This is an optimization exercise on Yosys and OpenROAD, whose aim is small area and a short achievable clock period, not a production implementation. In this exercise RTL edits were held to simulation tests only and were not proved equivalent to the original. Power and IR drop assume default switching activity.

===== run.sh =====
#!/bin/bash
# synth_recipe.tcl (not shown) runs the flow's synth.tcl, then flattens the netlist and writes it again
# the make line also repeats each setting of config.mk as NAME=value (left out here)
make -C /OpenROAD-flow-scripts/flow DESIGN_CONFIG=/design/flow/config.mk WORK_HOME=/design/flow/orfs CLKGATE_MAP_FILE= SYNTH_SCRIPT=/design/flow/synth_recipe.tcl finish

===== config.mk =====
export PLATFORM = sky130hd
export DESIGN_NAME = dadda_16_16
export DESIGN_NICKNAME = dadda_16_16
export VERILOG_FILES = /design/flow/design.v
export SDC_FILE = /design/flow/constraint.sdc
export NUM_CORES = 4
export LEC_CHECK = 0
export CAP_MARGIN = 20
export CORE_MARGIN = 2
export CORE_UTILIZATION = 40
export SETUP_SLACK_MARGIN = 4.2
export SLEW_MARGIN = 20
export SYNTH_HIERARCHICAL = 1

===== design.v =====
module fa(input x, y, z, output s, c);
  assign s = x ^ y ^ z;
  assign c = (x & y) | (z & (x | y));
endmodule
module hac(input xn, yn, output sn, cn);
  assign sn = ~(xn ^ yn);
  assign cn = xn | yn;
endmodule
module dadda_16_16(mpd_in, mpr_in, op_out, clk);
  input clk;
  input [15:0] mpd_in, mpr_in;
  output [32:0] op_out;
  wire [17:0] ye = {2'b00, mpr_in};
  wire [7:0] e_one, e_two;
  genvar gi, gj;
  generate for (gi = 0; gi < 8; gi = gi + 1) begin : g_enc
    wire ym1 = (gi == 0) ? 1'b0 : ye[2*gi-1];
    assign e_one[gi] = ye[2*gi] ^ ym1;
    assign e_two[gi] = (ye[2*gi+1] & ~ye[2*gi] & ~ym1) | (~ye[2*gi+1] & ye[2*gi] & ym1);
  end endgenerate
  reg [15:0] x;
  reg [7:0] one, two, neg;
  reg [31:0] q0, q1;
  wire [31:0] r0n, r1n;
  always @(posedge clk) begin
    x <= mpd_in;
    one <= e_one;
    two <= e_two;
    neg <= {mpr_in[15], mpr_in[13], mpr_in[11], mpr_in[9], mpr_in[7], mpr_in[5], mpr_in[3], mpr_in[1]};
    q0 <= r0n;
    q1 <= r1n;
  end
  wire [7:0] negn = ~neg;
  wire [16:0] ppn [0:7];
  wire [17:0] xe = {1'b0, x, 1'b0};
  generate for (gi = 0; gi < 8; gi = gi + 1) begin : g_pp
    for (gj = 0; gj < 17; gj = gj + 1) begin : g_ppj
      assign ppn[gi][gj] = ~(((xe[gj+1] & one[gi]) | (xe[gj] & two[gi])) ^ neg[gi]);
    end
  end endgenerate
  wire [15:0] r8n = ~(x & {16{neg[7]}});
  wire ci1;
  wire ci2;
  wire ci3;
  wire ci4;
  wire ci5;
  wire ci6;
  wire w7;
  wire w8;
  wire w9;
  wire w10;
  wire w11;
  wire w12;
  wire w13;
  wire w14;
  wire w15;
  wire w16;
  wire w17;
  wire w18;
  wire w19;
  wire w20;
  wire w21;
  wire w22;
  wire w23;
  wire w24;
  wire w25;
  wire w26;
  wire w27;
  wire w28;
  wire w29;
  wire w30;
  wire w31;
  wire w32;
  wire w33;
  wire w34;
  wire w35;
  wire w36;
  wire w37;
  wire w38;
  wire w39;
  wire w40;
  wire w41;
  wire w42;
  wire w43;
  wire w44;
  wire w45;
  wire w46;
  wire w47;
  wire w48;
  wire w49;
  wire w50;
  wire w51;
  wire w52;
  wire w53;
  wire w54;
  wire w55;
  wire w56;
  wire w57;
  wire w58;
  wire w59;
  wire w60;
  wire w61;
  wire w62;
  wire w63;
  wire w64;
  wire w65;
  wire w66;
  wire w67;
  wire w68;
  wire w69;
  wire w70;
  wire w71;
  wire w72;
  wire w73;
  wire w74;
  wire w75;
  wire w76;
  wire w77;
  wire w78;
  wire w79;
  wire w80;
  wire w81;
  wire w82;
  wire w83;
  wire w84;
  wire w85;
  wire w86;
  wire w87;
  wire w88;
  wire w89;
  wire w90;
  wire w91;
  wire w92;
  wire w93;
  wire w94;
  wire w95;
  wire w96;
  wire w97;
  wire w98;
  wire w99;
  wire w100;
  wire w101;
  wire w102;
  wire w103;
  wire w104;
  wire w105;
  wire w106;
  wire w107;
  wire w108;
  wire w109;
  wire w110;
  wire w111;
  wire w112;
  wire w113;
  wire w114;
  wire w115;
  wire w116;
  wire w117;
  wire w118;
  wire w119;
  wire w120;
  wire w121;
  wire w122;
  wire w123;
  wire w124;
  wire w125;
  wire w126;
  wire w127;
  wire w128;
  wire w129;
  wire w130;
  wire w131;
  wire w132;
  wire w133;
  wire w134;
  wire w135;
  wire w136;
  wire w137;
  wire w138;
  wire w139;
  wire w140;
  wire w141;
  wire w142;
  wire w143;
  wire w144;
  wire w145;
  wire w146;
  wire w147;
  wire w148;
  wire w149;
  wire w150;
  wire w151;
  wire w152;
  wire w153;
  wire w154;
  wire w155;
  wire w156;
  wire w157;
  wire w158;
  wire w159;
  wire w160;
  wire w161;
  wire w162;
  wire w163;
  wire w164;
  wire w165;
  wire w166;
  wire w167;
  wire w168;
  wire w169;
  wire w170;
  wire w171;
  wire w172;
  wire w173;
  wire w174;
  wire w175;
  wire w176;
  wire w177;
  wire w178;
  wire w179;
  wire w180;
  wire w181;
  wire w182;
  wire w183;
  wire w184;
  wire w185;
  wire w186;
  wire w187;
  wire w188;
  wire w189;
  wire w190;
  wire w191;
  wire w192;
  wire w193;
  wire w194;
  wire w195;
  wire w196;
  wire w197;
  wire w198;
  wire w199;
  wire w200;
  wire w201;
  wire w202;
  wire w203;
  wire w204;
  wire w205;
  wire w206;
  wire w207;
  wire w208;
  wire w209;
  wire w210;
  wire w211;
  wire w212;
  wire w213;
  wire w214;
  wire w215;
  wire w216;
  wire w217;
  wire w218;
  wire w219;
  wire w220;
  wire w221;
  wire w222;
  wire w223;
  wire w224;
  wire w225;
  wire w226;
  wire w227;
  wire w228;
  wire w229;
  wire w230;
  wire w231;
  wire w232;
  wire w233;
  wire w234;
  wire w235;
  wire w236;
  wire w237;
  wire w238;
  wire w239;
  wire w240;
  wire w241;
  wire w242;
  wire w243;
  wire w244;
  wire w245;
  wire w246;
  wire w247;
  wire w248;
  wire w249;
  wire w250;
  wire w251;
  wire w252;
  wire w253;
  wire w254;
  wire w255;
  wire w256;
  wire w257;
  wire w258;
  assign ci1 = ~r8n[4];
  assign ci2 = ~r8n[6];
  assign ci3 = ~r8n[8];
  assign ci4 = ~r8n[10];
  assign ci5 = ~r8n[12];
  assign ci6 = ~r8n[14];
  hac u_w7 (.xn(negn[5]), .yn(ppn[0][10]), .sn(w7), .cn(w8));
  hac u_w9 (.xn(ppn[0][11]), .yn(ppn[1][9]), .sn(w9), .cn(w10));
  fa u_w11 (.x(negn[6]), .y(ppn[0][12]), .z(ppn[1][10]), .s(w11), .c(w12));
  hac u_w13 (.xn(ppn[2][8]), .yn(ppn[3][6]), .sn(w13), .cn(w14));
  fa u_w15 (.x(ppn[0][13]), .y(ppn[1][11]), .z(ppn[2][9]), .s(w15), .c(w16));
  hac u_w17 (.xn(ppn[3][7]), .yn(ppn[4][5]), .sn(w17), .cn(w18));
  fa u_w19 (.x(negn[7]), .y(ppn[0][14]), .z(ppn[1][12]), .s(w19), .c(w20));
  fa u_w21 (.x(ppn[2][10]), .y(ppn[3][8]), .z(ppn[4][6]), .s(w21), .c(w22));
  hac u_w23 (.xn(ppn[5][4]), .yn(ppn[6][2]), .sn(w23), .cn(w24));
  fa u_w25 (.x(ppn[0][15]), .y(ppn[1][13]), .z(ppn[2][11]), .s(w25), .c(w26));
  fa u_w27 (.x(ppn[3][9]), .y(ppn[4][7]), .z(ppn[5][5]), .s(w27), .c(w28));
  hac u_w29 (.xn(ppn[6][3]), .yn(ppn[7][1]), .sn(w29), .cn(w30));
  fa u_w31 (.x(r8n[0]), .y(ppn[0][16]), .z(ppn[1][14]), .s(w31), .c(w32));
  fa u_w33 (.x(ppn[2][12]), .y(ppn[3][10]), .z(ppn[4][8]), .s(w33), .c(w34));
  fa u_w35 (.x(ppn[5][6]), .y(ppn[6][4]), .z(ppn[7][2]), .s(w35), .c(w36));
  fa u_w37 (.x(r8n[1]), .y(negn[0]), .z(ppn[1][15]), .s(w37), .c(w38));
  fa u_w39 (.x(ppn[2][13]), .y(ppn[3][11]), .z(ppn[4][9]), .s(w39), .c(w40));
  fa u_w41 (.x(ppn[5][7]), .y(ppn[6][5]), .z(ppn[7][3]), .s(w41), .c(w42));
  fa u_w43 (.x(r8n[2]), .y(negn[0]), .z(ppn[1][16]), .s(w43), .c(w44));
  fa u_w45 (.x(ppn[2][14]), .y(ppn[3][12]), .z(ppn[4][10]), .s(w45), .c(w46));
  fa u_w47 (.x(ppn[5][8]), .y(ppn[6][6]), .z(ppn[7][4]), .s(w47), .c(w48));
  fa u_w49 (.x(r8n[3]), .y(neg[0]), .z(neg[1]), .s(w49), .c(w50));
  fa u_w51 (.x(ppn[2][15]), .y(ppn[3][13]), .z(ppn[4][11]), .s(w51), .c(w52));
  fa u_w53 (.x(ppn[5][9]), .y(ppn[6][7]), .z(ppn[7][5]), .s(w53), .c(w54));
  fa u_w55 (.x(ci1), .y(ppn[2][16]), .z(ppn[3][14]), .s(w55), .c(w56));
  fa u_w57 (.x(ppn[4][12]), .y(ppn[5][10]), .z(ppn[6][8]), .s(w57), .c(w58));
  fa u_w59 (.x(r8n[5]), .y(r8n[4]), .z(neg[2]), .s(w59), .c(w60));
  fa u_w61 (.x(ppn[3][15]), .y(ppn[4][13]), .z(ppn[5][11]), .s(w61), .c(w62));
  fa u_w63 (.x(ci2), .y(ppn[3][16]), .z(ppn[4][14]), .s(w63), .c(w64));
  fa u_w65 (.x(r8n[7]), .y(r8n[6]), .z(neg[3]), .s(w65), .c(w66));
  hac u_w67 (.xn(negn[3]), .yn(ppn[0][6]), .sn(w67), .cn(w68));
  hac u_w69 (.xn(ppn[0][7]), .yn(ppn[1][5]), .sn(w69), .cn(w70));
  fa u_w71 (.x(negn[4]), .y(ppn[0][8]), .z(ppn[1][6]), .s(w71), .c(w72));
  hac u_w73 (.xn(ppn[2][4]), .yn(ppn[3][2]), .sn(w73), .cn(w74));
  fa u_w75 (.x(ppn[0][9]), .y(ppn[1][7]), .z(ppn[2][5]), .s(w75), .c(w76));
  hac u_w77 (.xn(ppn[3][3]), .yn(ppn[4][1]), .sn(w77), .cn(w78));
  fa u_w79 (.x(ppn[1][8]), .y(ppn[2][6]), .z(ppn[3][4]), .s(w79), .c(w80));
  fa u_w81 (.x(ppn[4][2]), .y(ppn[5][0]), .z(w7), .s(w81), .c(w82));
  fa u_w83 (.x(ppn[2][7]), .y(ppn[3][5]), .z(ppn[4][3]), .s(w83), .c(w84));
  fa u_w85 (.x(ppn[5][1]), .y(w8), .z(w9), .s(w85), .c(w86));
  fa u_w87 (.x(ppn[4][4]), .y(ppn[5][2]), .z(ppn[6][0]), .s(w87), .c(w88));
  fa u_w89 (.x(w10), .y(w13), .z(w11), .s(w89), .c(w90));
  fa u_w91 (.x(ppn[5][3]), .y(ppn[6][1]), .z(w14), .s(w91), .c(w92));
  fa u_w93 (.x(w17), .y(w12), .z(w15), .s(w93), .c(w94));
  fa u_w95 (.x(ppn[7][0]), .y(w18), .z(w23), .s(w95), .c(w96));
  fa u_w97 (.x(w16), .y(w19), .z(w21), .s(w97), .c(w98));
  fa u_w99 (.x(w24), .y(w29), .z(w20), .s(w99), .c(w100));
  fa u_w101 (.x(w22), .y(w25), .z(w27), .s(w101), .c(w102));
  fa u_w103 (.x(w30), .y(w26), .z(w28), .s(w103), .c(w104));
  fa u_w105 (.x(w31), .y(w33), .z(w35), .s(w105), .c(w106));
  fa u_w107 (.x(w32), .y(w34), .z(w36), .s(w107), .c(w108));
  fa u_w109 (.x(w37), .y(w39), .z(w41), .s(w109), .c(w110));
  fa u_w111 (.x(w38), .y(w40), .z(w42), .s(w111), .c(w112));
  fa u_w113 (.x(w43), .y(w45), .z(w47), .s(w113), .c(w114));
  fa u_w115 (.x(w44), .y(w46), .z(w48), .s(w115), .c(w116));
  fa u_w117 (.x(w49), .y(w51), .z(w53), .s(w117), .c(w118));
  fa u_w119 (.x(ppn[7][6]), .y(w50), .z(w52), .s(w119), .c(w120));
  fa u_w121 (.x(w54), .y(w55), .z(w57), .s(w121), .c(w122));
  fa u_w123 (.x(ppn[6][9]), .y(ppn[7][7]), .z(w56), .s(w123), .c(w124));
  fa u_w125 (.x(w58), .y(w59), .z(w61), .s(w125), .c(w126));
  fa u_w127 (.x(ppn[5][12]), .y(ppn[6][10]), .z(ppn[7][8]), .s(w127), .c(w128));
  fa u_w129 (.x(w60), .y(w62), .z(w63), .s(w129), .c(w130));
  fa u_w131 (.x(ppn[4][15]), .y(ppn[5][13]), .z(ppn[6][11]), .s(w131), .c(w132));
  fa u_w133 (.x(ppn[7][9]), .y(w64), .z(w65), .s(w133), .c(w134));
  fa u_w135 (.x(ci3), .y(ppn[4][16]), .z(ppn[5][14]), .s(w135), .c(w136));
  fa u_w137 (.x(ppn[6][12]), .y(ppn[7][10]), .z(w66), .s(w137), .c(w138));
  fa u_w139 (.x(r8n[9]), .y(r8n[8]), .z(neg[4]), .s(w139), .c(w140));
  fa u_w141 (.x(ppn[5][15]), .y(ppn[6][13]), .z(ppn[7][11]), .s(w141), .c(w142));
  fa u_w143 (.x(ci4), .y(ppn[5][16]), .z(ppn[6][14]), .s(w143), .c(w144));
  fa u_w145 (.x(r8n[11]), .y(r8n[10]), .z(neg[5]), .s(w145), .c(w146));
  hac u_w147 (.xn(negn[2]), .yn(ppn[0][4]), .sn(w147), .cn(w148));
  hac u_w149 (.xn(ppn[0][5]), .yn(ppn[1][3]), .sn(w149), .cn(w150));
  fa u_w151 (.x(ppn[1][4]), .y(ppn[2][2]), .z(ppn[3][0]), .s(w151), .c(w152));
  fa u_w153 (.x(ppn[2][3]), .y(ppn[3][1]), .z(w68), .s(w153), .c(w154));
  fa u_w155 (.x(ppn[4][0]), .y(w70), .z(w73), .s(w155), .c(w156));
  fa u_w157 (.x(w74), .y(w77), .z(w72), .s(w157), .c(w158));
  fa u_w159 (.x(w78), .y(w76), .z(w79), .s(w159), .c(w160));
  fa u_w161 (.x(w80), .y(w83), .z(w82), .s(w161), .c(w162));
  fa u_w163 (.x(w84), .y(w87), .z(w86), .s(w163), .c(w164));
  fa u_w165 (.x(w88), .y(w91), .z(w90), .s(w165), .c(w166));
  fa u_w167 (.x(w92), .y(w95), .z(w94), .s(w167), .c(w168));
  fa u_w169 (.x(w96), .y(w98), .z(w99), .s(w169), .c(w170));
  fa u_w171 (.x(w100), .y(w102), .z(w103), .s(w171), .c(w172));
  fa u_w173 (.x(w104), .y(w106), .z(w107), .s(w173), .c(w174));
  fa u_w175 (.x(w108), .y(w110), .z(w111), .s(w175), .c(w176));
  fa u_w177 (.x(w112), .y(w114), .z(w115), .s(w177), .c(w178));
  fa u_w179 (.x(w116), .y(w118), .z(w119), .s(w179), .c(w180));
  fa u_w181 (.x(w120), .y(w122), .z(w123), .s(w181), .c(w182));
  fa u_w183 (.x(w127), .y(w124), .z(w126), .s(w183), .c(w184));
  fa u_w185 (.x(w128), .y(w131), .z(w130), .s(w185), .c(w186));
  fa u_w187 (.x(w132), .y(w135), .z(w137), .s(w187), .c(w188));
  fa u_w189 (.x(w136), .y(w139), .z(w141), .s(w189), .c(w190));
  fa u_w191 (.x(ppn[7][12]), .y(w140), .z(w142), .s(w191), .c(w192));
  fa u_w193 (.x(ppn[6][15]), .y(ppn[7][13]), .z(w144), .s(w193), .c(w194));
  fa u_w195 (.x(ci5), .y(ppn[6][16]), .z(ppn[7][14]), .s(w195), .c(w196));
  fa u_w197 (.x(r8n[13]), .y(r8n[12]), .z(neg[6]), .s(w197), .c(w198));
  hac u_w199 (.xn(negn[1]), .yn(ppn[0][2]), .sn(w199), .cn(w200));
  hac u_w201 (.xn(ppn[0][3]), .yn(ppn[1][1]), .sn(w201), .cn(w202));
  fa u_w203 (.x(ppn[1][2]), .y(ppn[2][0]), .z(w147), .s(w203), .c(w204));
  fa u_w205 (.x(ppn[2][1]), .y(w148), .z(w149), .s(w205), .c(w206));
  fa u_w207 (.x(w150), .y(w67), .z(w151), .s(w207), .c(w208));
  fa u_w209 (.x(w69), .y(w152), .z(w153), .s(w209), .c(w210));
  fa u_w211 (.x(w71), .y(w154), .z(w155), .s(w211), .c(w212));
  fa u_w213 (.x(w75), .y(w156), .z(w157), .s(w213), .c(w214));
  fa u_w215 (.x(w81), .y(w158), .z(w159), .s(w215), .c(w216));
  fa u_w217 (.x(w85), .y(w160), .z(w161), .s(w217), .c(w218));
  fa u_w219 (.x(w89), .y(w162), .z(w163), .s(w219), .c(w220));
  fa u_w221 (.x(w93), .y(w164), .z(w165), .s(w221), .c(w222));
  fa u_w223 (.x(w97), .y(w166), .z(w167), .s(w223), .c(w224));
  fa u_w225 (.x(w101), .y(w168), .z(w169), .s(w225), .c(w226));
  fa u_w227 (.x(w105), .y(w170), .z(w171), .s(w227), .c(w228));
  fa u_w229 (.x(w109), .y(w172), .z(w173), .s(w229), .c(w230));
  fa u_w231 (.x(w113), .y(w174), .z(w175), .s(w231), .c(w232));
  fa u_w233 (.x(w117), .y(w176), .z(w177), .s(w233), .c(w234));
  fa u_w235 (.x(w121), .y(w178), .z(w179), .s(w235), .c(w236));
  fa u_w237 (.x(w125), .y(w180), .z(w181), .s(w237), .c(w238));
  fa u_w239 (.x(w129), .y(w182), .z(w183), .s(w239), .c(w240));
  fa u_w241 (.x(w133), .y(w184), .z(w185), .s(w241), .c(w242));
  fa u_w243 (.x(w134), .y(w186), .z(w187), .s(w243), .c(w244));
  fa u_w245 (.x(w138), .y(w189), .z(w188), .s(w245), .c(w246));
  fa u_w247 (.x(w143), .y(w190), .z(w191), .s(w247), .c(w248));
  fa u_w249 (.x(w145), .y(w192), .z(w193), .s(w249), .c(w250));
  fa u_w251 (.x(w146), .y(w195), .z(w194), .s(w251), .c(w252));
  fa u_w253 (.x(ppn[7][15]), .y(w196), .z(w197), .s(w253), .c(w254));
  fa u_w255 (.x(ci6), .y(ppn[7][16]), .z(w198), .s(w255), .c(w256));
  fa u_w257 (.x(r8n[15]), .y(r8n[14]), .z(neg[7]), .s(w257), .c(w258));
  assign r0n[0] = negn[0];
  assign r1n[0] = ppn[0][0];
  assign r0n[1] = ppn[0][1];
  assign r1n[1] = 1'b1;
  assign r0n[2] = w199;
  assign r1n[2] = ppn[1][0];
  assign r0n[3] = w200;
  assign r1n[3] = w201;
  assign r0n[4] = w202;
  assign r1n[4] = w203;
  assign r0n[5] = w204;
  assign r1n[5] = w205;
  assign r0n[6] = w206;
  assign r1n[6] = w207;
  assign r0n[7] = w208;
  assign r1n[7] = w209;
  assign r0n[8] = w210;
  assign r1n[8] = w211;
  assign r0n[9] = w212;
  assign r1n[9] = w213;
  assign r0n[10] = w214;
  assign r1n[10] = w215;
  assign r0n[11] = w216;
  assign r1n[11] = w217;
  assign r0n[12] = w218;
  assign r1n[12] = w219;
  assign r0n[13] = w220;
  assign r1n[13] = w221;
  assign r0n[14] = w222;
  assign r1n[14] = w223;
  assign r0n[15] = w224;
  assign r1n[15] = w225;
  assign r0n[16] = w226;
  assign r1n[16] = w227;
  assign r0n[17] = w228;
  assign r1n[17] = w229;
  assign r0n[18] = w230;
  assign r1n[18] = w231;
  assign r0n[19] = w232;
  assign r1n[19] = w233;
  assign r0n[20] = w234;
  assign r1n[20] = w235;
  assign r0n[21] = w236;
  assign r1n[21] = w237;
  assign r0n[22] = w238;
  assign r1n[22] = w239;
  assign r0n[23] = w240;
  assign r1n[23] = w241;
  assign r0n[24] = w242;
  assign r1n[24] = w243;
  assign r0n[25] = w244;
  assign r1n[25] = w245;
  assign r0n[26] = w246;
  assign r1n[26] = w247;
  assign r0n[27] = w248;
  assign r1n[27] = w249;
  assign r0n[28] = w250;
  assign r1n[28] = w251;
  assign r0n[29] = w252;
  assign r1n[29] = w253;
  assign r0n[30] = w254;
  assign r1n[30] = w255;
  assign r0n[31] = w256;
  assign r1n[31] = w257;
  wire [31:0] hi = ~q0 + ~q1;
  assign op_out = {1'b0, hi};
endmodule

===== constraint.sdc =====
create_clock -name core_clock -period 7.0 [get_ports {clk}]
set_input_delay 1.4000 -clock core_clock [delete_from_list [all_inputs] [get_ports {clk}]]
set_output_delay 1.4000 -clock core_clock [all_outputs]
set_load 0.01 [all_outputs]

==> results list, run 1 <==
* Min-Delay Endpoint: q0[0]$_DFF_P_
- Reg-to-reg critical path endpoint: q1[21]$_DFF_P_
- Async set-reset flop share out of synthesis: 0%
- Summing over every cut layer, the via total after detailed routing is ~7400.
- At the end of routability-driven placement, the weighted congestion stood at between 0.8 and 0.9.
- The initial utilization of the core area, before any placement, comes to 41.0%.
- Layout Nets: 1304
- The most numerous cell type found on the critical path is sky130_fd_sc_hd__ha_4.
- In the final layout, the share of cells above drive strength 1 is between 40% and 50%.
- CP endpoint kind: output port
- Multi-input logic area: 7670 um^2
- Global-route wire length before repair: 41700 um
- Measured along the x axis, the die boundary spans between 150 and 200 um.
* Worst flop-to-flop path startpoint: one[4]$_DFF_P_
* GRT Total Usage: 21.9%
- Initial antenna violation count: 0
- CP top delay family: compound AO/OA/AOI/OAI gates
- The slowest stage of the critical path belongs to the cell sky130_fd_sc_hd__a2111oi_4.
- Critical path required time: ~5.6 ns
- Fraction of the core area covered by cells at the end of the flow: 56.3%
- Unrepaired setup endpoints after global routing: true
- Fill cells in the final layout number 1943.
- Sequential elements use between 20% and 30% of the synthesized area.
* Net Count, Synth: ~1200
- Clock transition time at the flip-flop clock pins of the worst setup and hold paths: ~0.070 ns
- The mapped netlist covers 9340 um^2.
* Die H: about 160 um
- Number of standard-cell rows in the floorplan: 55
* Maximum count of clock buffers along a single path: 2
- Worst path max stage delay: slightly above 0.4 ns
* Most common cell after layout, fill and taps aside: sky130_fd_sc_hd__xnor2_1
- After routing, the total negative slack on setup checks comes to 0 ns.
- Cell count after synthesis: 986
* Mapped Avg Cell Area: between 9 and 10 um^2
* Worst-skew pair later-pin latency: 0.36 ns
* Startpoint class of the critical path: flip-flop
- For the finished layout, the period the worst path requires is approximately 4 ns.
* TritonCTS clock tree: built
- Along the worst hold path, the cell count comes to 1.
- Crit path arrival time: between 2 and 3 ns
- On the final layout, the worst hold slack is roughly 0.63 ns.
* Clk sinks: 103
- The wire-length estimate of the detail-placed layout is 16900 um.
- The final layout contains routed wiring with a total length of about 26000 um.
* Via count normalized by instance count: 5.20
- Number of enable flip-flop cells after synthesis: 0
- CTS Buf Count: 9
* Synth warnings: 7
- Dividing the final minimum period by the clock period gives 56.3%.
- The number of failing hold endpoints at the final stage was 0.
- VDD sags by at most 0.218 mV.
- Setup violations remaining at the end of the flow were counted as 0.
* Total power after layout: 5.70 mW
* Clock H-tree levels: 3
- Result of the run: complete, no violations
* Min-Delay Path Class: flip-flop to flip-flop
* Max-capacitance violation count: 0
* Largest clock skew in the final design: 0.00617 ns
- Summed over all cells, the static leakage comes to 5.21 nW.
* Buffers added on ports: 64
- Crit-path max FO: 7
- Commonest cells after routing, fill and taps aside: sky130_fd_sc_hd__xnor2_1 (125), sky130_fd_sc_hd__buf_4 (112), sky130_fd_sc_hd__inv_1 (108), sky130_fd_sc_hd__fa_1 (68)
* Global route overflow: 0
* CTS Root Cell: sky130_fd_sc_hd__clkbuf_16
- Area grow syn2layout: 37.3%
- Buffers plus inverters on the worst setup path: 3
- For flop-to-flop paths, the worst setup slack is between 4 and 5 ns.
* Number of nets with antenna violations after routing: 0
* Pwr dens: 445 nW/um^2
- Category of the most critical setup path: flip-flop to output port
* Sequential Area: 2210 um^2
- The repair_antennas step left the layout with diodes totalling 0.
- The floorplan step defined a die boundary enclosing 24600 um^2.
- The first TritonRoute pass finished after 5 iterations.
* Number of global-route vias before repair: around 7500
- Worst reg-to-reg path cell count: 7
- Core area: about 23000 um^2
- The netlist uses 53 different library cells.
* Most instantiated flip-flop cell in the synthesis netlist: sky130_fd_sc_hd__dfxtp_1
* Final Slew Violations: 0
* Ports placed on the boundary: 66
* Start point of the worst hold path: neg[0]$_DFF_P_
* Pin count of the biggest net entering global routing: 21
- For this run, design rule violations remaining after detail routing come to 0.
- WL/cell: roughly 18 um
* Flip-flop and latch count after synthesis: 103
* Critical Path, Cell by Cell: inv_2, ha_4, ha_4, a21o_1, nand4_1, a2111oi_4, a211oi_2, buf_4, nand3_4, a21boi_2, xnor2_1, buf_2
- Initial DRC Count: 496
- FMAX: 254 MHz
==> sequential cells by signal, summed over array words and instances, names as in the netlist <==
signal / cells
neg: 8
one: 8
q0: 32
q1: 31
two: 8
x: 16
==> final cells by class <==
| type | count | area share [%] |
|---|---|---|
| inverter | 135 | 4.30 |
| multi-input combinational | 664 | 59.9 |
| tap | 313 | 3.06 |
| sequential | 103 | 17.2 |
| clock buffer | 10 | 1.86 |
| clock inverter | 6 | 0.400 |
| timing repair buffer | 201 | 13.3 |
==> Yosys stat by module, one instance, submodules excluded <==
module       flip-flops and latches  area [um^2]  copies in the design  cells
dadda_16_16                     103         6710                     1    804
fa                                0         20.0                   112      1
hac                               0         27.5                    14      5
==> how the worst max path moves through the flow <==
| stage | from | endpoint | cells after the start |
|---|---|---|---|
| 6_report | q1[0]$_DFF_P_ | op_out[24] | 12 |
| 5_1_grt | q1[0]$_DFF_P_ | op_out[24] | 12 |
| 4_1_cts | q1[0]$_DFF_P_ | op_out[22] | 12 |
| 3_5_place_dp | q0[4]$_DFF_P_ | op_out[30] | 10 |
| 3_3_place_gp | q0[4]$_DFF_P_ | op_out[30] | 10 |
| 2_1_floorplan | q0[14]$_DFF_P_ | op_out[31] | 10 |
==> kinds of logic (layout without fill, tap and decap cells) <==
kind of cell               after synthesis  in the layout  synth area share, %
buffers and inverters                  219            352                 9.01
adders and majority gates              157            157                 30.0
xor gates and xnor gates               171            171                 16.0
DFF                                    103            103                 22.1
other                                    1              1               0.0402
AOI/OAI and AO/OA                      220            220                 16.9
and+or+nand+nor                        115            115                 5.84
==> cell usage after synthesis (5+ instances only) <==
master,count,area share [%]
sky130_fd_sc_hd__xor2_1,17,1.6
sky130_fd_sc_hd__nor3_1,5,0.27
sky130_fd_sc_hd__xnor2_1,154,14
sky130_fd_sc_hd__nand4_1,9,0.60
sky130_fd_sc_hd__dfxtp_1,103,22
sky130_fd_sc_hd__nand3b_1,8,0.64
sky130_fd_sc_hd__nor2_1,17,0.68
sky130_fd_sc_hd__a21oi_1,31,1.7
sky130_fd_sc_hd__ha_1,45,6.0
sky130_fd_sc_hd__fa_1,112,24
sky130_fd_sc_hd__o21a_1,6,0.48
sky130_fd_sc_hd__clkbuf_1,68,2.7
sky130_fd_sc_hd__a21o_1,10,0.80
sky130_fd_sc_hd__nand2b_1,8,0.54
sky130_fd_sc_hd__inv_1,127,5.1
sky130_fd_sc_hd__inv_2,8,0.32
sky130_fd_sc_hd__o21ai_0,15,0.80
sky130_fd_sc_hd__a22oi_1,122,9.8
sky130_fd_sc_hd__nand2_1,54,2.2
sky130_fd_sc_hd__buf_1,10,0.40
==> repair_timing <==
action | CTS | global route
setup endpoints to repair | 73 | 56
pin swaps | 115 | 81
hold buffers | 0 | 0
buffers inserted | 108 | 29
resized for setup | 325 | 76
==> layer usage <==
metal | share of wire (%) | global-route usage [%] | up-vias
met2 | 44 | 33.8 | 321
met3 | 7.5 | 3.93 | 60
met5 | 0 | 0 | -
li1 | - | - | 3475
met4 | 2.9 | 7.69 | 0
met1 | 45 | 30.9 | 3589
==> stage by stage <==
step / cell area (um^2) / cells / setup slack, ns
floorplan: 10300 / 986 / 3.67
global placement: 10500 / 1279 / 2.88
detailed placement: 10500 / 1279 / 2.82
CTS: 12300 / 1403 / 3.09
global route: 12800 / 1432 / 2.94
finish: 12800 / 1432 / 3.06
==> power by group <==
group | internal, mW | switching, mW | total, mW
registers | 0.799 | 0.102 | 0.901
clock network | 0.256 | 0.231 | 0.487
logic | 2.07 | 2.24 | 4.31
total | 3.13 | 2.57 | 5.70
==> inputs of run 2 (changes only) <==
--- a/config.mk
+++ b/config.mk
@@ -10,3 +10,3 @@
 export CORE_UTILIZATION = 40
-export SETUP_SLACK_MARGIN = 4.2
+export SETUP_SLACK_MARGIN = 3.5
 export SLEW_MARGIN = 20
==> results list, run 2 <==
- Result of the run: complete, no violations
- The smallest setup slack after layout was 2.85 ns (-0.207 ns).
- The clock network latency to the later pin of the worst-skew pair came to 0.36 ns (about the same).
- Int Power: 3.01 mW (-3.8%)
- The share of Yosys cell area claimed by the top area cell type is 24.0% (unchanged).
* Synth warnings: 7 (unchanged)
- Initial antenna violation count: 0 (unchanged)
* CP top delay family: compound AO/OA/AOI/OAI gates
- Leading cell types by count after synthesis: sky130_fd_sc_hd__xnor2_1 (154), sky130_fd_sc_hd__inv_1 (127), sky130_fd_sc_hd__a22oi_1 (122)
- Relative to the synthesized area, the layout overhead comes to 18.9%.
- The cell area after synthesis came to 9340 um^2 (unchanged).
- Sequential Area: 2090 um^2 (-5.3%)
- Initial core utilization: 41.0% (unchanged)
* Worst flop-to-flop path startpoint: one[5]$_DFF_P_
- The total DRC errors in the routed layout came to 0 (unchanged).
- The wire length of the first global-routing pass was 37900 um (-9.1%).
- The total of hold buffers inserted after clock tree synthesis is 0 (unchanged).
- Net Count, Synth: 1176 (unchanged)
- The endpoint identified for the worst register-to-register timing path is q1[16]$_DFF_P_.
- The peak fanout along the critical path came to 5 (-2).
- The maximum clock skew at final layout was 0.00717 ns (+0.00100 ns).
- The arrival time of the worst setup path is 2.75 ns (+0.21 ns).
* Pwr dens: 494 nW/um^2 (+11%)
- The die extent in x is 157 um (unchanged).
- In this design, the critical path's most frequently occurring cell is sky130_fd_sc_hd__ha_4.
* Final Slew Violations: 0 (unchanged)
- The share of total power in combinational logic was 73.9% (-1.8 points).
- STA classifies the critical path startpoint as a flip-flop.
- The leakage power total came to 4.51 nW (-13%).
- CP endpoint kind: output port
- The ratio of cells with drive above 1 in the final layout came to 18.9% (-24 points).
- Die H: 157 um (unchanged)
- Share of the cycle needed by the critical path after routing: 59.2% (+3.0 points)
- The number of enable-type register cells in the synthesized netlist came to 0 (unchanged).
- Clock H-tree levels: 3 (unchanged)
- Worst VDD drop: 0.178 mV (-18%)
- The library cell used most frequently in the layout, excluding fill and tap cells, is sky130_fd_sc_hd__xnor2_1.
- The worst hold path begins at one[1]$_DFF_P_.
- Biggest regs: q0: 32 flops, q1: 31 flops, x: 16 flops
* Sequential area share after synthesis: 22.1% (unchanged)
- The worst hold path stage count came to 2 (+1).
- The detail-routed via count per cell was 5.26 (+1.2%).
- The placeable core area came to 22800 um^2 (unchanged).
- The data required time at the worst endpoint was 5.60 ns (about the same).
- Slowest stage cell on the critical path: sky130_fd_sc_hd__a211oi_2
- The share of async-settable or async-resettable flops after synthesis came to 0% (unchanged).
- Max transition margin: between 40% and 50%
- Unrepaired setup endpoints after global routing: true
- Min-Delay Endpoint: q1[2]$_DFF_P_
- The net switching power came to 2.47 mW (-3.8%).
- At the pin with the least slew margin, the transition time is 0.826 ns.
- Ranked by total cell area, the synthesized netlist is headed by sky130_fd_sc_hd__fa_1 (24%), sky130_fd_sc_hd__dfxtp_1 (22%), sky130_fd_sc_hd__xnor2_1 (14%), sky130_fd_sc_hd__a22oi_1 (9.8%), sky130_fd_sc_hd__ha_1 (6.0%).
- Buffers added on ports: 64 (unchanged)
- Most instantiated flip-flop cell in the synthesis netlist: sky130_fd_sc_hd__dfxtp_1
* Switch share: 45.1% (about the same)
* Global route overflow: 0 (unchanged)
- The count of different cell masters after synthesis is 53 (unchanged).
- The total half-perimeter wirelength after legalization and detailed placement came to 16700 um (-1.1%).
- Multi-input logic area: 6970 um^2 (-9.2%)
- Worst reg-to-reg path cell count: 6 (-1)
* Min-Delay Path Class: flip-flop to flip-flop
- CTS Buf Count: 9 (unchanged)
- Final critical path time including I/O delays and setup: 4.15 ns (+0.207 ns)
- The placed standard-cell area is 10000 um^2 (-4.9%).
- The signal on the critical path passes through inv_2, ha_4, ha_4, a21o_1, nand4_1, a2111oi_4, a211oi_2, nand3_4, buf_6, a31oi_4, xnor2_1, buf_2.
- Sequential cell fraction of total power: 16.8% (+1.0 points)
- The pin count of the biggest net entering global routing was 21 (unchanged).
- Count of antenna diodes in the layout: 0 (unchanged)
- The total detailed-routing wirelength came to 23700 um (-10%).
* GRT Total Usage: 19.7% (-2.2 points)
- The stage delay of the slowest cell on the critical path came to 0.41 ns (about the same).
- The overall via count from detail_route was 7014 (-5.8%).
* Category of the most critical setup path: flip-flop to output port
- The die area was 24600 um^2 (unchanged).
- FMAX: 241 MHz (-5.0%)
- First-pass detailed-route iteration total: 6 (+1)
- The power share of the clock group was 9.3% (+0.8 points).
* Setup-violating endpoint count in the final report: 0 (unchanged)
- TritonCTS built the clock tree.
* Routability cong.: 0.863 (+3.1%)
- Layout Nets: 1205 (-7.6%)
- Register with the highest flop count: q0
- Biggest area consumer among synthesized cells: sky130_fd_sc_hd__fa_1
- The area of all placed cells without fillers is 11100 um^2 (-13%).
- The number of antenna-violating nets in the routed design came to 0 (unchanged).
- Final Hold Fails: 0 (unchanged)
- Initial DRC Count: 585 (+18%)
- Count leader, synth: sky130_fd_sc_hd__xnor2_1
- The total of flip-flops plus latches after synthesis was 103 (unchanged).
- The number of buffer and inverter stages on the critical path is 3 (unchanged).
* Commonest cells after routing, fill and taps aside: sky130_fd_sc_hd__xnor2_1 (152), sky130_fd_sc_hd__a22oi_1 (120), sky130_fd_sc_hd__inv_1 (116), sky130_fd_sc_hd__fa_1 (112), sky130_fd_sc_hd__dfxtp_1 (78)
- The layout filler cell count came to 2135 (+9.9%).
- The cell row count came to 55 (unchanged).
- Ports placed on the boundary: 66 (unchanged)
* Maximum count of clock buffers along a single path: 2 (unchanged)
* Cell count after synthesis: 986 (unchanged)
- The setup slack on the worst flop-to-flop path was 3.60 ns (-0.48 ns).
* Clock transition time at the flip-flop clock pins of the worst setup and hold paths: 0.07 ns (about the same)
- Clk sinks: 103 (unchanged)
* Max FFs per register: 32 (unchanged)
- The tree is rooted in a sky130_fd_sc_hd__clkbuf_16.
- The number of global-route vias before repair was 6981 (-7.5%).
- The max-capacitance violation count was 0 (unchanged).
* Mapped Avg Cell Area: 9.47 um^2 (unchanged)
- The post-place setup slack came to 2.80 ns (-0.0267 ns).
- The routed wire length per instance is 17.8 um (-3.8%).
- The final setup TNS was 0 ns (unchanged).
==> run 2: kinds of logic after synthesis <==
| logic type | count (synthesis) | share of synthesized area [%] |
|---|---|---|
| adders and majority gates | 157 | 30.0 |
| AOI/OAI and AO/OA | 220 | 16.9 |
| other | 1 | 0.0402 |
| DFF | 103 | 22.1 |
| and+or+nand+nor | 115 | 5.84 |
| buffers and inverters | 219 | 9.01 |
| xor gates and xnor gates | 171 | 16.0 |
==> run 2: modules after synthesis, one instance, submodules excluded <==
module       cells inside  cell area, um^2  flops+latches  times used
dadda_16_16           804             6710            103           1
hac                     5             27.5              0          14
fa                      1             20.0              0         112
==> run 2: cell type report <==
type	instances	share of cell area (%)
Sequential cell	103	18.9
Timing Repair Buffer	102	7.52
Multi-Input combinational cell	664	62.8
Tap cell	313	3.53
Inverter	135	4.57
Clock buffer	9	2.03
Clock inverter	7	0.722
==> run 2: how the worst max path moves through the flow <==
stage	endpoint	cells after the start	from	slack (ns)
after floorplan	op_out[31]	10	q0[14]$_DFF_P_	3.61
after CTS	op_out[30]	12	q0[0]$_DFF_P_	2.87
after detailed placement	op_out[22]	11	q0[0]$_DFF_P_	2.80
after global placement	op_out[22]	9	q0[7]$_DFF_P_	2.82
after global routing	op_out[28]	11	q0[16]$_DFF_P_	2.77
final	op_out[22]	12	q0[0]$_DFF_P_	2.85
==> run 2: worst reg2reg max path, cell delays in order (launching register included) <==
cell and delay, ns:
sky130_fd_sc_hd__dfxtp_1 0.83, sky130_fd_sc_hd__a22oi_1 0.23, sky130_fd_sc_hd__xnor2_1 0.25, sky130_fd_sc_hd__fa_1 0.47, sky130_fd_sc_hd__fa_1 0.50, sky130_fd_sc_hd__fa_1 0.59, sky130_fd_sc_hd__fa_1 0.41
==> run 2: repair_timing <==
item	CTS	global route
gates resized for setup	186	53
pin swaps	58	29
setup endpoints to repair	39	38
buffers inserted	23	15
==> run 2: stage by stage <==
step | utilization, % | cells | hold WS (ns) | power (mW)
after floorplan | - | 986 | 0.508 | 3.15
after global placement | 44.1 | 1279 | 0.770 | 4.38
after detailed placement | 44.1 | 1279 | 0.766 | 4.41
after CTS | 47.5 | 1318 | 0.755 | 5.16
after global routing | 48.7 | 1333 | 0.724 | 5.95
final | 48.7 | 1333 | 0.698 | 5.48
==> run 2: power groups by stage <==
stage	Clock [mW]	Combinational [mW]	Sequential (mW)
after floorplan	0	2.31	0.839
after global placement	0	3.46	0.920
after detailed placement	0	3.49	0.923
after CTS	0.524	3.72	0.916
after global routing	0.548	4.46	0.941
final	0.511	4.05	0.920
==> run 2: routing by layer <==
| metal | routed length (um) | vias to the layer above | part of all wire, % | global-route usage (%) |
|---|---|---|---|---|
| li1 | - | 3271 | - | - |
| met1 | 11100 | 3390 | 47 | 28.6 |
| met2 | 10200 | 314 | 43 | 29.1 |
| met3 | 1850 | 39 | 7.8 | 3.38 |
| met4 | 526 | 0 | 2.2 | 7.86 |
| met5 | 0 | - | 0 | 0 |
==> inputs of run 3 (changes only) <==
--- a/config.mk
+++ b/config.mk
@@ -10,3 +10,2 @@
 export CORE_UTILIZATION = 40
-export SETUP_SLACK_MARGIN = 3.5
 export SLEW_MARGIN = 20
==> results list, run 3 <==
* Final Hold Fails: 0 (unchanged)
- Routed via count: 6737 (-3.9%)
- First-pass detailed-route iteration total: 7 (+1)
- Distinct cell type count after synthesis: 53 (unchanged)
- The final layout net count was 1167 (-3.2%).
* Share of the synthesized area in the top cell type: 24.0% (unchanged)
- Worst-skew pair later-pin latency: 0.37 ns (about the same)
- The peak fanout along the critical path is 7 (+2).
* Initial antenna violation count: 0 (unchanged)
* Most instantiated flip-flop cell in the synthesis netlist: sky130_fd_sc_hd__dfxtp_1
* Number of instances on the worst hold path: 2 (unchanged)
- The run finished with no timing, DRC or antenna violations.
* Number of global-route vias before repair: 6691 (-4.2%)
- Flip-flop and latch count after synthesis: 103 (unchanged)
- Async set-reset flop share out of synthesis: 0% (unchanged)
- The arrival time of the worst setup path was 3.25 ns (+0.50 ns).
- The area fraction in compound gates after synthesis is 16.9% (unchanged).
- Post-cts resize count: 0 (-100%)
* Category of the most critical setup path: flip-flop to output port
* Buffers added on ports: 64 (unchanged)
- The die extent in x is 157 um (unchanged).
- Synthesized area: 9340 um^2 (unchanged)
* TritonCTS clock tree: built
* FMAX: 215 MHz (-11%)
* Total power after layout: 4.91 mW (-11%)
* Post-Synth Adder-Cell Area: 30.0% (unchanged)
* Synth warnings: 7 (unchanged)
* Clock transition time at the flip-flop clock pins of the worst setup and hold paths: 0.07 ns (about the same)
- Biggest area consumer among synthesized cells: sky130_fd_sc_hd__fa_1
* Worst flop-to-flop path startpoint: neg[7]$_DFF_P_
* Startpoint class of the critical path: flip-flop
- Cell count after synthesis: 986 (unchanged)
- The all-layer global routing usage is 18.9% (-0.80 points).
- The transition time at the pin with the least slew margin was 0.847 ns (+0.0214 ns).
- The worst setup path is captured at an output port.
- Worst VDD drop: 0.232 mV (+30%)
- The min-delay analysis places its worst path in the category flip-flop to flip-flop.
- Area grow syn2layout: 10.7%
* Final critical path time including I/O delays and setup: 4.65 ns (+0.506 ns)
- Number of nets with antenna violations after routing: 0 (unchanged)
- Min-Delay Endpoint: q1[27]$_DFF_P_
- The pin count of the biggest net entering global routing was 21 (unchanged).
- The total of hold buffers inserted after clock tree synthesis was 0 (unchanged).
- The initial DRC count came to 622 (+6.3%).
- The total detailed-routing wirelength is 22300 um (-5.8%).
- The starting density of the core was 41.0% (unchanged).
* Setup-violating endpoint count in the final report: 0 (unchanged)
- Postcts setup bufs: 0 (-100%)
* Global route overflow: 0 (unchanged)
- Net Count, Synth: 1176 (unchanged)
- Worst reg-to-reg path cell count: 6 (unchanged)
- Global-route wire length before repair: 36300 um (-4.3%)
- The sequential cell area in the final layout came to 2060 um^2 (-1.5%).
* Leading cell types by count after synthesis: sky130_fd_sc_hd__xnor2_1 (154), sky130_fd_sc_hd__inv_1 (127), sky130_fd_sc_hd__a22oi_1 (122)
- Sum of negative setup slack: 0 ns (unchanged)
- Max FFs per register: 32 (unchanged)
- Share of post-route cells with drive strength above 1: 3.87% (-15 points)
- The clock buffer count from CTS came to 9 (unchanged).
- The layout filler cell count came to 2212 (+3.6%).
- Estimated wirelength of the detail-placed design: 16700 um (unchanged)
* Most common cell after layout, fill and taps aside: sky130_fd_sc_hd__xnor2_1
- Commonest cells after routing, fill and taps aside: sky130_fd_sc_hd__xnor2_1 (154), sky130_fd_sc_hd__inv_1 (127), sky130_fd_sc_hd__a22oi_1 (122), sky130_fd_sc_hd__fa_1 (112), sky130_fd_sc_hd__dfxtp_1 (103)
* Clk sinks: 103 (unchanged)
* Reg-to-reg critical path endpoint: q1[20]$_DFF_P_
- The largest registers in the layout are q0: 32 flops, q1: 31 flops, x: 16 flops.
- The height of the die was 157 um (unchanged).
* Maximum count of clock buffers along a single path: 2 (unchanged)
* Count of antenna diodes in the layout: 0 (unchanged)
- The power per cell area was 475 nW/um^2 (-4.0%).
- Final Slew Violations: 0 (unchanged)
- The final weighted congestion of routability-driven global placement came to 0.863 (unchanged).
- Combinational family with the most area after synthesis: adder cells
- Register with the highest flop count: q0
- The portion of the clock cycle consumed by the worst path in the final layout is 66.5% (+7.2 points).
- The die area came to 24600 um^2 (unchanged).
- The multiplexer fraction of the synthesized cell area came to 0% (unchanged).
- The detail-routed via count per cell came to 5.20 (-1.1%).
- Count leader, synth: sky130_fd_sc_hd__xnor2_1
- Critical path required time: 5.60 ns (about the same)
- The number of H-tree levels came to 3 (unchanged).
* Start point of the worst hold path: neg[5]$_DFF_P_
* Core area: 22800 um^2 (unchanged)
- The cell row count is 55 (unchanged).
- The average size of a mapped cell is 9.47 um^2 (unchanged).
- The sequential area share after synthesis was 22.1% (unchanged).
- The area of combinational cells with multiple inputs is 6430 um^2 (-7.6%).
- XOR/XNOR Fraction of Synth Area: 16.0% (unchanged)
* Number of enable flip-flop cells after synthesis: 0 (unchanged)
* Unrepaired setup endpoints after global routing: false
- The leakage power total came to 4.24 nW (-5.9%).
* Largest clock skew in the final design: 0.00944 ns (+0.00227 ns)
* DRC violations left: 0 (unchanged)
- Ports placed on the boundary: 66 (unchanged)
- Max-capacitance violation count: 0 (unchanged)
- The routed wire length per instance was 17.2 um (-3.0%).
- The relative slew slack is 43.4% (-1.4 points).
- Ranked by total cell area, the synthesized netlist is headed by sky130_fd_sc_hd__fa_1 (24%), sky130_fd_sc_hd__dfxtp_1 (22%), sky130_fd_sc_hd__xnor2_1 (14%), sky130_fd_sc_hd__a22oi_1 (9.8%), sky130_fd_sc_hd__ha_1 (6.0%).
- The share of synthesized cell area in and, or, nand and nor gates was 5.84% (unchanged).
* Register-to-register setup slack: 3.37 ns (-0.23 ns)
- CTS Root Cell: sky130_fd_sc_hd__clkbuf_16
==> run 3: area by class of cell <==
type                    count  share of cell area [%]
clock buffers               9                    2.18
inverters                 135                    4.90
flip-flops and latches    103                    19.9
repair buffers             64                    6.20
clock inverters             7                   0.774
multi-input cells         664                    62.2
well taps                 313                    3.79
==> run 3: worst max path at each step <==
stage                   startpoint    endpoint  slack (ns)  cells after the start
floorplan           q0[14]$_DFF_P_  op_out[31]        3.61                     10
global placement     q0[7]$_DFF_P_  op_out[22]        2.82                      9
detailed placement   q0[0]$_DFF_P_  op_out[22]        2.80                     11
CTS                  q0[0]$_DFF_P_  op_out[22]        2.39                     11
global route         q1[0]$_DFF_P_  op_out[22]        2.15                     11
finish               q0[9]$_DFF_P_  op_out[22]        2.35                      9
==> run 3: cells by family (layout without fill, tap and decap cells) <==
group,Yosys count,after routing
AO/OA/AOI/OAI,220,220
buffers and inverters,219,215
XOR/XNOR,171,171
adder cells (fa/ha/maj),157,157
AND/OR/NAND/NOR,115,115
flip-flops,103,103
other,1,1
==> run 3: where the power goes <==
group / total (mW) / internal (mW) / switching (mW) / leakage [nW]
logic: 3.48 / 1.71 / 1.77 / 3.23
registers: 0.911 / 0.793 / 0.118 / 0.868
clock network: 0.514 / 0.281 / 0.232 / 0.148
==> run 3: layer usage <==
| layer | GRT usage (%) | vias to the layer above | wire length (um) |
|---|---|---|---|
| met5 | 0 | - | 0 |
| met1 | 27.9 | 3250 | 10800 |
| met3 | 3.16 | 35 | 1710 |
| met2 | 27.7 | 252 | 9340 |
| li1 | - | 3200 | - |
| met4 | 7.03 | 0 | 446 |
==> run 3: worst max-delay path, cell delays in order, from the launching register on <==
cell and delay [ns]:
sky130_fd_sc_hd__dfxtp_1 0.32, sky130_fd_sc_hd__inv_1 0.04, sky130_fd_sc_hd__ha_1 0.41, sky130_fd_sc_hd__nand4_1 0.22
sky130_fd_sc_hd__a2111oi_1 0.65, sky130_fd_sc_hd__a211oi_2 0.17, sky130_fd_sc_hd__nand3_2 0.20, sky130_fd_sc_hd__a31oi_1 0.12
sky130_fd_sc_hd__xnor2_1 0.17, sky130_fd_sc_hd__clkdlybuf4s50_1 0.56
==> run 3: per-module statistics from Yosys (local to each module, per instance) <==
module	flip-flops and latches	cells inside	copies in the design
hac	0	5	14
fa	0	1	112
dadda_16_16	103	804	1
==> run 3: through the flow <==
stage                     util (%)  instances  setup WS (ns)  area [um^2]  hold slack, ns
after floorplan                  -        986           3.61         9340           0.508
after global placement        44.1       1279           2.82        10000           0.770
after detailed placement      44.1       1279           2.80        10000           0.766
after CTS                     45.4       1295           2.39        10300           0.783
after global routing          45.4       1295           2.15        10300           0.818
final                         45.4       1295           2.35        10300           0.788

==> port drivers added, routing unchanged <==
The results above use ideal ports. As a check the final layouts listed here were re-extracted and re-timed, cells and wires unchanged.
Step 1: set_driving_cell puts a clkbuf_16 on clk and a buf_2 on each other input, an assumption about the parent block.
Step 2 also shifts input and output timing later by t, the mid clock arrival at the registers, as if the neighbouring blocks saw the same clock.
Three values: no drivers, after step 1, after step 2; two values: the first two.
| run | shift t [ns] | setup slack, ns | slew at the worst register clock pin (ns) |
|---|---|---|---|
| run 1 | 0.399 | 3.060 / 3.014 / 3.413 | 0.07 / 0.07 |
| run 2 | 0.406 | 2.853 / 2.808 / 3.214 | 0.07 / 0.07 |
| run 3 | 0.406 | 2.347 / 2.303 / 2.709 | 0.07 / 0.07 |
After both steps every run listed still meets setup and hold.
